Context: an optimization exercise on an open-source flow, tuned for small area. The choices shown serve that exercise and are no tape-out recipe. At most, simulation tests tie the RTL to the original design; equivalence was not proved. No driver is modelled on the clock port, so clocking that relies on it looks cheaper here than on a real chip. No activity file was given, so power comes from the tool's default toggle rates.

// CPU
module CPU(
    clk,
    inst,
    reset,
    address,
    out_data,
    store
);
Size in the first run: roughly 210 cells after synthesis, about 48 flip-flops.
export LEC_CHECK = 0
export CAP_MARGIN = 20
export CORE_MARGIN = 2
export CORE_UTILIZATION = 40
export SLEW_MARGIN = 20
export SYNTH_HIERARCHICAL = 1
create_clock -name core_clock -period 6.0 [get_ports {clk}]
standard.sh (not shown) runs the stock make flow with config.mk's settings and CLKGATE_MAP_FILE= SYNTH_SCRIPT=/design/flow/synth_recipe.tcl, a recipe that flattens the netlist after the stock synthesis.
==> flow/flow/run.sh <==
#!/bin/bash
set -e
export BUFFER_PORTS_ARGS="-buffer_cell sky130_fd_sc_hd__buf_1"
export CTS_ARGS="-sink_clustering_enable -repair_clock_nets -buf_list sky130_fd_sc_hd__clkbuf_8 -sink_clustering_size 30 -dont_use_dummy_load"
bash standard.sh > standard.log 2>&1
The first run finished with timing, DRC and antenna clean.
Edit:
==> flow/run.sh (new file) <==
#!/bin/bash
# synth_recipe.tcl (not shown) runs the flow's synth.tcl, then flattens the netlist and writes it again
# the make line also repeats each setting of config.mk as NAME=value (left out here)
make -C /OpenROAD-flow-scripts/flow DESIGN_CONFIG=/design/flow/config.mk WORK_HOME=/design/flow/orfs CLKGATE_MAP_FILE= SYNTH_SCRIPT=/design/flow/synth_recipe.tcl finish
GPL_TIMING_DRIVEN = 0   (was unset)
removed: flow/flow/run.sh
removed: flow/standard.sh
Outcome: Sequential share of layout area goes down by 4.1 points. Sequential power barely changes. Design area is higher by 13%. Worst setup slack gets worse by 0.13 ns. Flip-flop and latch count does not change. Utilization rose by 6.4 points. Via count came out lower by 0.53%. Routed wire length climbs by 4.0%.
Edit:
GPL_TIMING_DRIVEN = unset   (was 0)
Power falls by 4.8%. Sequential power is about the same. Routed wire length drops by 3.0%. Clock-buffer cell count went up by 2. Maximum frequency rises by 0.33%. Global-route usage grows by 0.38 points. Sequential cell count stays the same. Worst setup slack gains 0.019 ns. Die area does not change. Synthesized area does not change. Clock power goes down by 15%.
Edit:
CTS_BUF_LIST = sky130_fd_sc_hd__clkbuf_8 sky130_fd_sc_hd__clkbuf_16   (was unset)
CTS_CLUSTER_DIAMETER = 300   (was unset)
CTS_CLUSTER_SIZE = 50   (was unset)
GPL_TIMING_DRIVEN = 0   (was unset)
The new run passed the timing, design-rule and antenna checks.
Die area is unchanged.
Power rises by 5.0%.
Fmax fell by 0.33%.
Non-clock buffer count went up by 2.
Sequential cell count stays the same.
Hold slack is about the same.
Design area rose by 5.8%.
Count of clock-buffer cells in the layout falls by 2.
First-iteration DRC count went down by 29%.
Routed wire length is higher by 3.1%.
Edit:
==> flow/flow/run.sh (new file) <==
#!/bin/bash
set -e
export BUFFER_PORTS_ARGS="-buffer_cell sky130_fd_sc_hd__buf_1"
bash standard.sh > standard.log 2>&1
==> flow/standard.sh (new file) <==
#!/bin/bash
# synth_recipe.tcl (not shown) runs the flow's synth.tcl, then flattens the netlist and writes it again
# the make line also repeats each setting of config.mk as NAME=value (left out here)
make -C /OpenROAD-flow-scripts/flow DESIGN_CONFIG=/design/flow/config.mk WORK_HOME=/design/flow/orfs CLKGATE_MAP_FILE= SYNTH_SCRIPT=/design/flow/synth_recipe.tcl "${@:-finish}"
CTS_BUF_LIST = unset   (was sky130_fd_sc_hd__clkbuf_8 sky130_fd_sc_hd__clkbuf_16)
CTS_CLUSTER_DIAMETER = unset   (was 300)
CTS_CLUSTER_SIZE = unset   (was 50)
GPL_TIMING_DRIVEN = unset   (was 0)
removed: flow/run.sh
Outcome:
- clock-buffer cell count does not change
- utilization goes down by 5.6 points
- setup slack improves by 0.13 ns
- cell area is lower by 10%
- total power fell by 5.7%
- synthesized area does not change
- global-route usage stays flat
- routed wire length drops by 4.6%
- non-clock buffer count does not change


Another version of the RTL of CPU (not shown whole).
Size: roughly 220 cells after synthesis, roughly 48 flip-flops, ~27 I/O pins.
clock: 6.0 ns
lec_check: 0
cap_margin: 20
core_margin: 2
core_utilization: 50
slew_margin: 20
synth_hierarchical: 1
==> flow/flow/run.sh <==
#!/bin/bash
set -e
export BUFFER_PORTS_ARGS="-buffer_cell sky130_fd_sc_hd__buf_1"
export CTS_ARGS="-sink_clustering_enable -repair_clock_nets -buf_list sky130_fd_sc_hd__clkbuf_8 -sink_clustering_size 30 -dont_use_dummy_load"
bash standard.sh > standard.log 2>&1
Then changed:
CORE_UTILIZATION = 30   (was 50)
=>
- The changed run went through all stages and came out clean
- via count is lower by a little under a tenth
- die area is higher by well over a third
- clock power stays flat
- routed wire length is lower by about a fifth
- utilization is lower by 23 points
Then changed:
CORE_UTILIZATION = 40   (was 30)
Result: The new run passed the timing, design-rule and antenna checks. Worst setup slack gains 0.021 ns. Cell count falls by 7.7%. Utilization rises by 11 points. Worst hold slack gains 0.0079 ns.
Then changed:
==> flow/flow/run.sh (replaced) <==
#!/bin/bash
set -e
export BUFFER_PORTS_ARGS="-buffer_cell sky130_fd_sc_hd__buf_1"
export CTS_ARGS="-sink_clustering_enable -repair_clock_nets -buf_list sky130_fd_sc_hd__clkbuf_8 -sink_clustering_size 30 -dont_use_dummy_load"
export PRE_CTS_TCL="$PWD/flow/pre_cts.tcl"
bash standard.sh > standard.log 2>&1
==> flow/flow/pre_cts.tcl (new file) <==
# Let CTS put more sinks on one clock buffer.
set_max_fanout 30 [current_design]
Effect: Global-route usage is unchanged; area after synthesis stays the same; synthesized cell count is unchanged; clock-buffer cell count does not change; via count is unchanged.


branch harbor:
Another version of the RTL of CPU (not shown whole).
Size: roughly 210 cells after synthesis, about 48 flip-flops, about 27 I/O pins, roughly 2200 sq um of cells after synthesis.
==> flow/design.v (excerpt) <==
module CPU(
    clk,
    inst,
    reset,
    address,
    out_data,
    store
);
    input clk;
    input reset;
    input [7:0] inst;
    output [7:0] address;
    output [7:0] out_data;
    output store;
    reg [7:0] ir;
    reg [7:0] pc;
    reg [7:0] r0, r1, r2, r3;
    wire [3:0] op = ir[7:4];
    always @(posedge clk) begin
        ir[3:0] <= inst[3:0];
        ir[6]   <= inst[6];
        ir[7]   <= inst[7] & ~reset;
        ir[5]   <= inst[5] | reset;
        ir[4]   <= inst[4] | reset;
    end
    wire [3:0] irn;
    g_inv u_irn0 (.a(ir[0]), .y(irn[0]));
    g_inv u_irn1 (.a(ir[1]), .y(irn[1]));
    g_inv u_irn2 (.a(ir[2]), .y(irn[2]));
    g_inv u_irn3 (.a(ir[3]), .y(irn[3]));
    wire ena, enb, cin;
    g_nand2 u_ena (.a(op[1]), .b(op[0]), .y(ena));
    g_inv   u_enb (.a(op[1]), .y(enb));
    g_or2   u_cin (.a(op[1]), .b(op[0]), .y(cin));
    wire [3:0] na, nb;
    g_nand3 u_na0 (.a(irn[3]), .b(irn[2]), .c(ena), .y(na[0]));
    g_nand3 u_na1 (.a(irn[3]), .b(ir[2]),  .c(ena), .y(na[1]));
    g_nand3 u_na2 (.a(ir[3]),  .b(irn[2]), .c(ena), .y(na[2]));
    g_nand3 u_na3 (.a(ir[3]),  .b(ir[2]),  .c(ena), .y(na[3]));
    g_nand3 u_nb0 (.a(irn[1]), .b(irn[0]), .c(enb), .y(nb[0]));
    g_nand3 u_nb1 (.a(irn[1]), .b(ir[0]),  .c(enb), .y(nb[1]));
    g_nand3 u_nb2 (.a(ir[1]),  .b(irn[0]), .c(enb), .y(nb[2]));
    g_nand3 u_nb3 (.a(ir[1]),  .b(ir[0]),  .c(enb), .y(nb[3]));
    wire [7:0] a, b, bx, alu;
    wire [7:0] c;
    assign c[0] = cin;
    genvar i;
    generate
        for (i = 0; i < 8; i = i + 1) begin : g_bit
            rd_mux u_ma (.r0(r0[i]), .r1(r1[i]), .r2(r2[i]), .r3(r3[i]), .n(na), .y(a[i]));
            rd_mux u_mb (.r0(r0[i]), .r1(r1[i]), .r2(r2[i]), .r3(r3[i]), .n(nb), .y(b[i]));
            g_xor2 u_bx (.a(b[i]), .b(op[0]), .y(bx[i]));
            if (i < 7) begin : g_lo
                g_fa u_fa (.a(a[i]), .b(bx[i]), .ci(c[i]), .s(alu[i]), .co(c[i+1]));
            end else begin : g_hi
                wire t;
                g_xor2 u_x0 (.a(a[i]), .b(c[i]), .y(t));
                g_xor2 u_x1 (.a(t), .b(bx[i]), .y(alu[i]));
            end
        end
    endgenerate
    wire keep, ldr, we, rstn;
    g_inv   u_rstn (.a(reset), .y(rstn));
    g_nor2  u_keep (.a(op[2]), .b(reset), .y(keep));
    g_and2  u_ldr  (.a(op[2]), .b(rstn), .y(ldr));
  ...
export LEC_CHECK = 0
export CAP_MARGIN = 0
export CORE_MARGIN = 2
export CORE_UTILIZATION = 40
export SLEW_MARGIN = 0
export SYNTH_HIERARCHICAL = 1
create_clock -name core_clock -period 6.0 [get_ports {clk}]
==> flow/flow/run.sh <==
#!/bin/bash
set -e
export BUFFER_PORTS_ARGS="-buffer_cell sky130_fd_sc_hd__buf_1"
export CTS_ARGS="-sink_clustering_enable -repair_clock_nets -buf_list sky130_fd_sc_hd__clkbuf_8 -sink_clustering_size 30 -dont_use_dummy_load"
bash standard.sh > standard.log 2>&1
The inputs of branch delta differ from those of branch harbor as listed below.
Settings: SLEW_MARGIN changed from 0 to 20; CORE_UTILIZATION changed from 40 to 65; CAP_MARGIN changed from 0 to 20.
--- outcome ---
branch delta vs branch harbor, worst voltage drop across the vdd grid went up by 1.7%. The higher final cell count of branch delta and branch harbor is in branch harbor. branch delta ended with more all-layer global routing usage than branch harbor. There was hardly any difference in data arrival time at the worst-slack endpoint between branch harbor and branch delta. branch delta vs branch harbor: multi-input gate share of the layout cell area up. On clock buffer and inverter area fraction after layout, branch harbor tracks branch delta almost exactly.
Function was not checked in any run of this note: the RTL went through the layout flow alone.


The RTL this note starts from:
==> flow/design.v <==
module CPU(
    clk,
    inst,
    reset,
    address,
    out_data,
    store
);
    input clk;
    input reset;
    input [7:0] inst;
    output [7:0] address;
    output [7:0] out_data;
    output store;
    reg [7:0] ir;
    reg [7:0] pc;
    reg [7:0] r0, r1, r2, r3;
    wire [3:0] op = ir[7:4];
    always @(posedge clk) begin
        ir[3:0] <= inst[3:0];
        ir[6]   <= inst[6];
        ir[7]   <= inst[7] & ~reset;
        ir[5]   <= inst[5] | reset;
        ir[4]   <= inst[4] | reset;
    end
    wire [3:0] irn;
    g_inv u_irn0 (.a(ir[0]), .y(irn[0]));
    g_inv u_irn1 (.a(ir[1]), .y(irn[1]));
    g_inv u_irn2 (.a(ir[2]), .y(irn[2]));
    g_inv u_irn3 (.a(ir[3]), .y(irn[3]));
    wire ena, enb, cin;
    g_nand2 u_ena (.a(op[1]), .b(op[0]), .y(ena));
    g_inv   u_enb (.a(op[1]), .y(enb));
    g_or2   u_cin (.a(op[1]), .b(op[0]), .y(cin));
    wire [3:0] na, nb, nal, nbl;
    g_nand3 u_nal0 (.a(irn[3]), .b(irn[2]), .c(ena), .y(nal[0]));
    g_nand3 u_nal1 (.a(irn[3]), .b(ir[2]),  .c(ena), .y(nal[1]));
    g_nand3 u_nal2 (.a(ir[3]),  .b(irn[2]), .c(ena), .y(nal[2]));
    g_nand3 u_nal3 (.a(ir[3]),  .b(ir[2]),  .c(ena), .y(nal[3]));
    g_nand3 u_nbl0 (.a(irn[1]), .b(irn[0]), .c(enb), .y(nbl[0]));
    g_nand3 u_nbl1 (.a(irn[1]), .b(ir[0]),  .c(enb), .y(nbl[1]));
    g_nand3 u_nbl2 (.a(ir[1]),  .b(irn[0]), .c(enb), .y(nbl[2]));
    g_nand3 u_nbl3 (.a(ir[1]),  .b(ir[0]),  .c(enb), .y(nbl[3]));
    g_nand3 u_na0 (.a(irn[3]), .b(irn[2]), .c(ena), .y(na[0]));
    g_nand3 u_na1 (.a(irn[3]), .b(ir[2]),  .c(ena), .y(na[1]));
    g_nand3 u_na2 (.a(ir[3]),  .b(irn[2]), .c(ena), .y(na[2]));
    g_nand3 u_na3 (.a(ir[3]),  .b(ir[2]),  .c(ena), .y(na[3]));
    g_nand3 u_nb0 (.a(irn[1]), .b(irn[0]), .c(enb), .y(nb[0]));
    g_nand3 u_nb1 (.a(irn[1]), .b(ir[0]),  .c(enb), .y(nb[1]));
    g_nand3 u_nb2 (.a(ir[1]),  .b(irn[0]), .c(enb), .y(nb[2]));
    g_nand3 u_nb3 (.a(ir[1]),  .b(ir[0]),  .c(enb), .y(nb[3]));
    wire [7:0] a, b, bx, alu;
    wire [7:0] c;
    assign c[0] = cin;
    genvar i;
    generate
        for (i = 0; i < 8; i = i + 1) begin : g_bit
            rd_mux u_ma (.r0(r0[i]), .r1(r1[i]), .r2(r2[i]), .r3(r3[i]), .n(i < 2 ? nal : na), .y(a[i]));
            rd_mux u_mb (.r0(r0[i]), .r1(r1[i]), .r2(r2[i]), .r3(r3[i]), .n(i < 2 ? nbl : nb), .y(b[i]));
            g_xor2 u_bx (.a(b[i]), .b(op[0]), .y(bx[i]));
            if (i < 7) begin : g_lo
                g_fa u_fa (.a(a[i]), .b(bx[i]), .ci(c[i]), .s(alu[i]), .co(c[i+1]));
            end else begin : g_hi
                wire t;
                g_xor2 u_x0 (.a(a[i]), .b(c[i]), .y(t));
                g_xor2 u_x1 (.a(t), .b(bx[i]), .y(alu[i]));
            end
        end
    endgenerate
    wire keep, ldr, we, rstn;
    g_inv   u_rstn (.a(reset), .y(rstn));
    g_nor2  u_keep (.a(op[2]), .b(reset), .y(keep));
    g_and2  u_ldr  (.a(op[2]), .b(rstn), .y(ldr));
    g_orn   u_we   (.a(op[3]), .bn(op[1]), .y(we));
    wire [1:0] wdr;
    wire kn;
    g_a22o u_wd0 (.a1(alu[0]), .a2(keep), .b1(ir[0]), .b2(ldr), .y(wdr[0]));
    g_a22o u_wd1 (.a1(alu[1]), .a2(keep), .b1(ir[1]), .b2(ldr), .y(wdr[1]));
    g_or2  u_kn  (.a(op[2]), .b(reset), .y(kn));
    wire [3:0] enn, en;
    g_a31oi u_en0 (.a1(we), .a2(irn[3]), .a3(irn[2]), .b(reset), .y(enn[0]));
    g_a31oi u_en1 (.a1(we), .a2(irn[3]), .a3(ir[2]),  .b(reset), .y(enn[1]));
    g_a31oi u_en2 (.a1(we), .a2(ir[3]),  .a3(irn[2]), .b(reset), .y(enn[2]));
    g_a31oi u_en3 (.a1(we), .a2(ir[3]),  .a3(ir[2]),  .b(reset), .y(enn[3]));
    g_inv u_enp0 (.a(enn[0]), .y(en[0]));
    g_inv u_enp1 (.a(enn[1]), .y(en[1]));
    g_inv u_enp2 (.a(enn[2]), .y(en[2]));
    g_inv u_enp3 (.a(enn[3]), .y(en[3]));
    wire [3:0] ek;
    g_nor2 u_ek0 (.a(enn[0]), .b(kn), .y(ek[0]));
    g_nor2 u_ek1 (.a(enn[1]), .b(kn), .y(ek[1]));
    g_nor2 u_ek2 (.a(enn[2]), .b(kn), .y(ek[2]));
    g_nor2 u_ek3 (.a(enn[3]), .b(kn), .y(ek[3]));
    wire [7:0] d0, d1, d2, d3;
    generate
        for (i = 0; i < 2; i = i + 1) begin : g_rfl
            g_a22o u_d0 (.a1(en[0]), .a2(wdr[i]), .b1(enn[0]), .b2(r0[i]), .y(d0[i]));
            g_a22o u_d1 (.a1(en[1]), .a2(wdr[i]), .b1(enn[1]), .b2(r1[i]), .y(d1[i]));
            g_a22o u_d2 (.a1(en[2]), .a2(wdr[i]), .b1(enn[2]), .b2(r2[i]), .y(d2[i]));
            g_a22o u_d3 (.a1(en[3]), .a2(wdr[i]), .b1(enn[3]), .b2(r3[i]), .y(d3[i]));
        end
        for (i = 2; i < 8; i = i + 1) begin : g_rfh
            g_a22o u_d0 (.a1(ek[0]), .a2(alu[i]), .b1(enn[0]), .b2(r0[i]), .y(d0[i]));
            g_a22o u_d1 (.a1(ek[1]), .a2(alu[i]), .b1(enn[1]), .b2(r1[i]), .y(d1[i]));
            g_a22o u_d2 (.a1(ek[2]), .a2(alu[i]), .b1(enn[2]), .b2(r2[i]), .y(d2[i]));
            g_a22o u_d3 (.a1(ek[3]), .a2(alu[i]), .b1(enn[3]), .b2(r3[i]), .y(d3[i]));
        end
    endgenerate
    always @(posedge clk) begin
        r0 <= d0;
        r1 <= d1;
        r2 <= d2;
        r3 <= d3;
    end
    wire op3n;
    g_inv u_op3n (.a(op[3]), .y(op3n));
    wire [3:0] bi;
    g_nand2 u_b0 (.a(irn[0]), .b(op[3]), .y(bi[0]));
    g_nor2  u_b1 (.a(irn[1]), .b(op3n), .y(bi[1]));
    g_nor2  u_b2 (.a(irn[2]), .b(op3n), .y(bi[2]));
    g_nor2  u_b3 (.a(irn[3]), .b(op3n), .y(bi[3]));
    wire [7:0] npc, pcd, addr;
    wire [7:1] k;
    g_ha  u_p0 (.a(pc[0]), .b(bi[0]), .s(npc[0]), .co(k[1]));
    g_fa  u_p1 (.a(pc[1]), .b(bi[1]), .ci(k[1]), .s(npc[1]), .co(k[2]));
    g_fa  u_p2 (.a(pc[2]), .b(bi[2]), .ci(k[2]), .s(npc[2]), .co(k[3]));
    g_fa  u_p3 (.a(pc[3]), .b(bi[3]), .ci(k[3]), .s(npc[3]), .co(k[4]));
    g_ha  u_p4 (.a(pc[4]), .b(k[4]), .s(npc[4]), .co(k[5]));
    g_ha  u_p5 (.a(pc[5]), .b(k[5]), .s(npc[5]), .co(k[6]));
    g_ha  u_p6 (.a(pc[6]), .b(k[6]), .s(npc[6]), .co(k[7]));
    g_xor2 u_p7 (.a(pc[7]), .b(k[7]), .y(npc[7]));
    generate
        for (i = 0; i < 8; i = i + 1) begin : g_pc
            g_and2 u_pcr (.a(npc[i]), .b(rstn), .y(pcd[i]));
            g_a22o u_adr (.a1(npc[i]), .a2(op[3]), .b1(pc[i]), .b2(op3n), .y(addr[i]));
        end
    endgenerate
    always @(posedge clk)
        pc <= pcd;
    assign store = op[1] & ~op[0];
    assign out_data = alu;
    assign address = addr;
endmodule
module rd_mux(r0, r1, r2, r3, n, y);
    input r0, r1, r2, r3;
    input [3:0] n;
    output y;
    wire x01, x23;
    g_o22ai u_01 (.a1(r0), .a2(n[0]), .b1(r1), .b2(n[1]), .y(x01));
    g_o22ai u_23 (.a1(r2), .a2(n[2]), .b1(r3), .b2(n[3]), .y(x23));
    g_nor2  u_y  (.a(x01), .b(x23), .y(y));
endmodule
module g_inv(a, y);
    input a; output y;
    assign y = ~a;
endmodule
module g_nand2(a, b, y);
    input a, b; output y;
    assign y = ~(a & b);
endmodule
module g_nor2(a, b, y);
    input a, b; output y;
    assign y = ~(a | b);
endmodule
module g_or2(a, b, y);
    input a, b; output y;
    assign y = a | b;
endmodule
module g_and2(a, b, y);
    input a, b; output y;
    assign y = a & b;
endmodule
module g_orn(a, bn, y);
    input a, bn; output y;
    assign y = a | ~bn;
endmodule
module g_nand3(a, b, c, y);
    input a, b, c; output y;
    assign y = ~(a & b & c);
endmodule
module g_xor2(a, b, y);
    input a, b; output y;
    assign y = a ^ b;
endmodule
module g_o22ai(a1, a2, b1, b2, y);
    input a1, a2, b1, b2; output y;
    assign y = ~((a1 | a2) & (b1 | b2));
endmodule
module g_a22o(a1, a2, b1, b2, y);
    input a1, a2, b1, b2; output y;
    assign y = (a1 & a2) | (b1 & b2);
endmodule
module g_a31oi(a1, a2, a3, b, y);
    input a1, a2, a3, b; output y;
    assign y = ~((a1 & a2 & a3) | b);
endmodule
module g_ha(a, b, s, co);
    input a, b; output s, co;
    assign s = a ^ b;
    assign co = a & b;
endmodule
module g_fa(a, b, ci, s, co);
    input a, b, ci; output s, co;
    assign s = a ^ b ^ ci;
    assign co = (a & b) | (ci & (a ^ b));
endmodule
clock: 6.0 ns
lec_check: 0
cap_margin: 20
core_margin: 2
core_utilization: 40
slew_margin: 20
synth_hierarchical: 1
==> flow/flow/run.sh <==
#!/bin/bash
set -e
export BUFFER_PORTS_ARGS="-buffer_cell sky130_fd_sc_hd__buf_1"
export CTS_ARGS="-sink_clustering_enable -repair_clock_nets -buf_list sky130_fd_sc_hd__clkbuf_16 -sink_clustering_size 30 -sink_clustering_max_diameter 200 -dont_use_dummy_load"
bash standard.sh > standard.log 2>&1
The baseline completed without violations.
Next try:
==> flow/flow/run.sh (replaced) <==
#!/bin/bash
set -e
export BUFFER_PORTS_ARGS="-buffer_cell sky130_fd_sc_hd__buf_1"
export CTS_ARGS="-sink_clustering_enable -repair_clock_nets -buf_list sky130_fd_sc_hd__clkbuf_8 -sink_clustering_size 30 -dont_use_dummy_load"
bash standard.sh > standard.log 2>&1
Result: Non-clock buffer count does not change. Synthesized cell count is unchanged. Via count fell by 0.44%. Hold slack hardly moves. Wire length fell by about 0.6%. Total power fell by about 9%.
Next try:
--- a/flow/flow/run.sh
+++ b/flow/flow/run.sh
@@ -4,2 +4,3 @@
 export CTS_ARGS="-sink_clustering_enable -repair_clock_nets -buf_list sky130_fd_sc_hd__clkbuf_8 -sink_clustering_size 30 -dont_use_dummy_load"
+export GPL_KEEP_OVERFLOW=0
 bash standard.sh > standard.log 2>&1
Total power goes up by 1.1%.
Synthesized cell count stays the same.
Clock-buffer cell count does not change.
Routed wire length increases by 2.5%.
Cell area is higher by 0.90%.
Setup slack gets better by 95 ps.

## afterwards: timing with drivers on the ports
In the flow no input, the clock included, has a driving cell. The finished layouts below were timed again as built, in two steps.
Step 1, drivers: a clkbuf_16 drives clk and a buf_2 each remaining input, both assumed.
Step 2 moves the port delays by t, midway between the first and last clock arrival at a register: inputs arrive t later, outputs are due t later. That takes back most of the time a late clock gives input paths.
Three values: no drivers, after step 1, after step 2; two values: the first two.
run	t, ns	slack for setup (ns)	worst register clock-pin slew, ns
the first run of note 1	0.319	0.318 / 0.291 / 0.610	0.09 / 0.09
the second run of note 1	0.328	0.189 / 0.160 / 0.487	0.10 / 0.10
the third run of note 1	0.330	0.208 / 0.178 / 0.508	0.09 / 0.09
the fourth run of note 1	0.328	0.189 / 0.160 / 0.487	0.10 / 0.10
the fifth run of note 1	0.326	0.316 / 0.289 / 0.615	0.09 / 0.09
the first run of note 2	0.316	0.256 / 0.229 / 0.544	0.08 / 0.08
the second run of note 2	0.324	0.215 / 0.185 / 0.509	0.09 / 0.09
the third run of note 2	0.328	0.236 / 0.207 / 0.534	0.10 / 0.10
the fourth run of note 2	0.328	0.236 / 0.207 / 0.534	0.10 / 0.10
branch harbor	0.317	0.209 / 0.179 / 0.496	0.09 / 0.09
branch delta	0.324	0.217 / 0.190 / 0.514	0.09 / 0.09
the first run of note 4	0.315	0.243 / 0.209 / 0.523	0.06 / 0.06
the second run of note 4	0.324	0.199 / 0.169 / 0.493	0.09 / 0.09
the third run of note 4	0.322	0.294 / 0.264 / 0.586	0.08 / 0.08
After both steps every run listed still meets setup and hold.
